This is an optimization exercise on Yosys and OpenROAD, whose aim is small area, not a production implementation.
The RTL was checked by simulation tests, not by an equivalence proof against the original design.
Power is estimated from default activity; no workload was simulated.

==> inputs of harbor <==
==> flow/design.v (excerpt) <==
module Processor (clk,reset,portIn,portOut,int_flag,ack,
                  imem_addr,imem_data,
                  dmem_addr,dmem_wdata,dmem_we,dmem_re,dmem_rdata);
input clk,reset,int_flag;
output ack;
input [15:0] portIn;
output [15:0] portOut;
output [20:0] imem_addr;
input  [15:0] imem_data;
output [11:0] dmem_addr;
output [15:0] dmem_wdata;
output dmem_we;
output dmem_re;
input  [15:0] dmem_rdata;
reg  [15:0] fd;                  
reg         stall;               
reg  [8:0]  de_opc;              
reg  [3:0]  de_dst;
reg  [2:0]  de_src;
reg  [15:0] de_dv;               
reg  [15:0] de_op1;              
reg         em_dw, em_dmr, em_dmw, em_ior, em_iow;
reg  [3:0]  em_dst;
reg  [15:0] em_res;
reg  [11:0] em_addr;
reg         mw_dw;
reg  [3:0]  mw_dst;
reg  [15:0] mw_res;
reg  [15:0] gpr [0:7];
reg  [11:0] sp;
reg  [15:0] pcl, pch;
reg  [4:0]  ccr;
reg  [15:0] port_out;
reg  [1:0]  seq_t;               
reg  [2:0]  seq_c;               
reg  [15:0] call_dst;
reg         int_sig, ack_q;
reg  [2:0]  int_st;
wire wb8  = mw_dw & (mw_dst == 4'd8);
wire wb9  = mw_dw & (mw_dst == 4'd9);
wire wb10 = mw_dw & (mw_dst == 4'd10);
wire [15:0] pcl_v = wb8 ? mw_res : pcl;
wire [15:0] pch_v = wb9 ? mw_res : pch;
wire [15:0] ccr_v = wb10 ? mw_res : {11'b0, ccr};
wire [4:0]  flags = ccr_v[4:0];
wire [8:0] opc = fd[15:7];
reg  [3:0] c_func;
reg  c_pimm, c_br, c_sop, c_push, c_dmr, c_dmw, c_ior, c_iow, c_dw, c_call, c_ret, c_rti;
reg  [1:0] c_bt;
always @(*) begin
    c_func = 4'd0; c_pimm = 0; c_br = 0; c_sop = 0; c_push = 0; c_dmr = 0; c_dmw = 0;
    c_ior = 0; c_iow = 0; c_dw = 0; c_call = 0; c_ret = 0; c_rti = 0; c_bt = 2'b00;
    case (opc)
        9'b000_000001: c_func = 4'd1;                                    
        9'b000_000010: c_func = 4'd2;                                    
        9'b001_000000: begin c_func = 4'd5; c_dw = 1; end                
        9'b001_000001: begin c_func = 4'd6; c_dw = 1; end                
  ...
export LEC_CHECK = 0
export ABC_AREA = 1
export CAP_MARGIN = 20
export CORE_MARGIN = 2
export CORE_UTILIZATION = 60
export SLEW_MARGIN = 20
create_clock -name core_clock -period 12.0 [get_ports {clk}]
standard.sh (not shown) runs the stock make flow with config.mk's settings and CLKGATE_MAP_FILE= SYNTH_SCRIPT=/design/flow/synth_recipe.tcl, a recipe that flattens the netlist after the stock synthesis.
==> flow/flow/run.sh <==
#!/bin/bash
# Layout flow: the standard ORFS flow (standard.sh) with three changes:
#  - synthesis: synth_recipe.tcl unchanged, but ABC maps with an area script
#    (flow/area.abc); registers are mapped before ABC and are unaffected;
#  - clock tree: small clock buffers, larger sink clusters, no dummy loads;
#  - port buffers: every input and output port still gets its own buffer,
#    of the smallest buffer cell.
# make's full output goes to flow.log in this folder; ORFS keeps each
# step's log under orfs/logs/.
set -euo pipefail
export FLOW_WORK="$PWD"
export FLOW_ABC_SCRIPT="$PWD/flow/area.abc"
export CTS_ARGS="-sink_clustering_enable -repair_clock_nets -buf_list sky130_fd_sc_hd__clkbuf_4 -dont_use_dummy_load -sink_clustering_size 9 -sink_clustering_max_diameter 45"
export BUFFER_PORTS_ARGS="-buffer_cell sky130_fd_sc_hd__buf_1"
bash standard.sh SYNTH_SCRIPT="$PWD/flow/synth.tcl" finish > flow.log 2>&1
==> flow/flow/area.abc <==
&get -n
&st
&dch -f
&nf -a -R 1000
&put
topo
dnsize -c
==> flow/flow/synth.tcl <==
# The standard synthesis (synth_recipe.tcl, unchanged) with one change:
# ABC maps the combinational logic with an area-oriented script.
proc abc {args} {
  set i [lsearch -exact $args -script]
  if {$i >= 0} { lset args [expr {$i + 1}] $::env(FLOW_ABC_SCRIPT) }
  yosys abc {*}$args
}
source $::env(FLOW_WORK)/synth_recipe.tcl
==> inputs of violet, as changes to harbor <==
--- a/flow/design.v
+++ b/flow/design.v
@@ -32,21 +32,22 @@
 reg  [4:0]  ccr;
 reg  [15:0] port_out;
 reg  [1:0]  seq_t;               
 reg  [2:0]  seq_c;               
 reg  [15:0] call_dst;
 reg         int_sig, ack_q;
 reg  [2:0]  int_st;
-wire wb8  = mw_dw & (mw_dst == 4'd8);
-wire wb9  = mw_dw & (mw_dst == 4'd9);
+wire em_wb8  = em_dw & (em_dst == 4'd8);
+wire em_wb9  = em_dw & (em_dst == 4'd9);
+wire em_wb10 = em_dw & (em_dst == 4'd10);
 wire wb10 = mw_dw & (mw_dst == 4'd10);
-wire [15:0] pcl_v = wb8 ? mw_res : pcl;
-wire [15:0] pch_v = wb9 ? mw_res : pch;
-wire [15:0] ccr_v = wb10 ? mw_res : {11'b0, ccr};
-wire [4:0]  flags = ccr_v[4:0];
+wire [15:0] pcl_v = pcl;
+wire [15:0] pch_v = pch;
+wire [15:0] ccr_v = {mw_res[15:5] & {11{wb10}}, ccr};
+wire [4:0]  flags = ccr;
 wire [8:0] opc = fd[15:7];
 reg  [3:0] c_func;
 reg  c_pimm, c_br, c_sop, c_push, c_dmr, c_dmw, c_ior, c_iow, c_dw, c_call, c_ret, c_rti;
 reg  [1:0] c_bt;
 always @(*) begin
     c_func = 4'd0; c_pimm = 0; c_br = 0; c_sop = 0; c_push = 0; c_dmr = 0; c_dmw = 0;
     c_ior = 0; c_iow = 0; c_dw = 0; c_call = 0; c_ret = 0; c_rti = 0; c_bt = 2'b00;
@@ -165,16 +166,16 @@
         9'b010_001001: begin e_func = 4'd3; e_dw = 1; e_pimm = 1; end    
         9'b010_001010: begin e_func = 4'd8; e_dw = 1; e_pimm = 1; end    
         9'b010_001011: begin e_func = 4'd9; e_dw = 1; e_pimm = 1; end    
         9'b010_001100: begin e_func = 4'd10; e_dw = 1; e_pimm = 1; end   
         9'b010_001101: begin e_func = 4'd11; e_dw = 1; e_pimm = 1; end   
         9'b011_000000: begin e_func = 4'd4; e_dmw = 1; e_sop = 1; e_push = 1; end  
         9'b011_000001: begin e_func = 4'd0; e_dw = 1; e_dmr = 1; e_sop = 1; end    
-        9'b011_000010: begin e_func = 4'd3; e_dw = 1; e_dmr = 1; e_pimm = 1; end   
-        9'b011_000011: begin e_func = 4'd3; e_dw = 1; e_dmr = 1; end    
+        9'b011_000010: begin e_func = 4'd0; e_dw = 1; e_dmr = 1; e_pimm = 1; end   
+        9'b011_000011: begin e_func = 4'd0; e_dw = 1; e_dmr = 1; end    
         9'b011_000100: begin e_func = 4'd3; e_dmw = 1; end              
         9'b100_000000: begin e_func = 4'd4; e_br = 1; e_bt = 2'b00; end  
         9'b100_000001: begin e_func = 4'd4; e_br = 1; e_bt = 2'b01; end  
         9'b100_000010: begin e_func = 4'd4; e_br = 1; e_bt = 2'b10; end  
         9'b100_000100: begin e_func = 4'd4; e_br = 1; e_bt = 2'b11; end  
         9'b100_000101: begin e_func = 4'd3; e_br = 1; e_bt = 2'b11; e_pimm = 1; end  
         9'b100_000110: e_func = 4'd4;              
@@ -185,15 +186,15 @@
 wire x_br  = e_br  & ~stall;
 wire x_dmr = e_dmr & ~stall;
 wire x_dmw = e_dmw & ~stall;
 wire x_ior = e_ior & ~stall;
 wire x_iow = e_iow & ~stall;
 wire x_dw  = e_dw  & ~stall;
 wire [3:0] x_dst = stall ? 4'd0 : de_dst;
-wire [15:0] mem_val = em_ior ? portIn : (em_dmr ? dmem_rdata : em_res);
+wire [15:0] mem_val = em_res | (portIn & {16{em_ior}}) | (dmem_rdata & {16{em_dmr}});
 wire m1 = ({1'b0, de_src} == em_dst) & ~e_pimm;
 wire w1 = ({1'b0, de_src} == mw_dst) & ~e_pimm;
 wire m2 = (de_dst == em_dst);
 wire w2 = (de_dst == mw_dst);
 wire [15:0] op1 = m1 ? mem_val : (w1 ? mw_res : de_op1);
 wire [15:0] op2 = m2 ? mem_val : (w2 ? mw_res : de_dv);
 genvar gi;
@@ -284,26 +285,28 @@
     em_addr <= (e_dmw & ~e_sop) ? op2[11:0] : de_op1[11:0];
     if (~reset) mw_dw <= 1'b0; else mw_dw <= em_dw;
     mw_dst <= em_dst;
     mw_res <= mem_val;
     if (~reset) begin
         pcl <= 16'd32; pch <= 16'd0; ccr <= 5'd0;
     end else begin
-        pcl <= pc_nxt[15:0]; pch <= pc_nxt[31:16]; ccr <= stall ? flags : nflags;
+        pcl <= em_wb8  ? mem_val      : pc_nxt[15:0];
+        pch <= em_wb9  ? mem_val      : pc_nxt[31:16];
+        ccr <= em_wb10 ? mem_val[4:0] : (stall ? flags : nflags);
     end
     if (~reset)
         seq_c <= 3'd0;
     else if (~seq_busy) begin
         if (d_call | d_ret | d_rti) seq_c <= 3'd1;
         seq_t <= {d_ret | d_rti, d_call | d_rti};
     end else if ((seq_t == 2'd1 && seq_c == 3'd4) || (seq_t == 2'd2 && seq_c == 3'd6))
         seq_c <= 3'd0;
     else
         seq_c <= seq_c + 3'd1;
-    if (reset & d_call) call_dst <= src1;
+    if (d_call) call_dst <= src1;
     int_sig <= int_flag;
     if (~reset) begin
         int_st <= 3'd0; ack_q <= 1'b0;
     end else begin
         int_st <= int_nx; ack_q <= ack_c;
     end
 end
==> flow/flow/area.abc (replaced) <==
&get -n
&st
&dch -f
&nf -a -R 1000 -C 32 -F 8 -A 8
&put
topo
dnsize -c
==> run summary <==
Worst Skew 119 ps; Max Clk Rate 0.0872 GHz; TritonRoute pass-1 iters 9; hold slack 429 ps; Placed Area 18500 um^2; chip height 173 um; status complete, no violations; Slew HR 25.8%
That was violet.
==> run summary <==
Top Metal Used met5; Worst Skew 148 ps; NetSw 1210 uW; hold slack 435 ps; P_leak 0.00699 uW; status complete, no violations; Max Clk Rate 0.0908 GHz; TritonRoute pass-1 iters 12; Clock Path Buffers 3; Placed Area 18900 um^2
That was harbor.
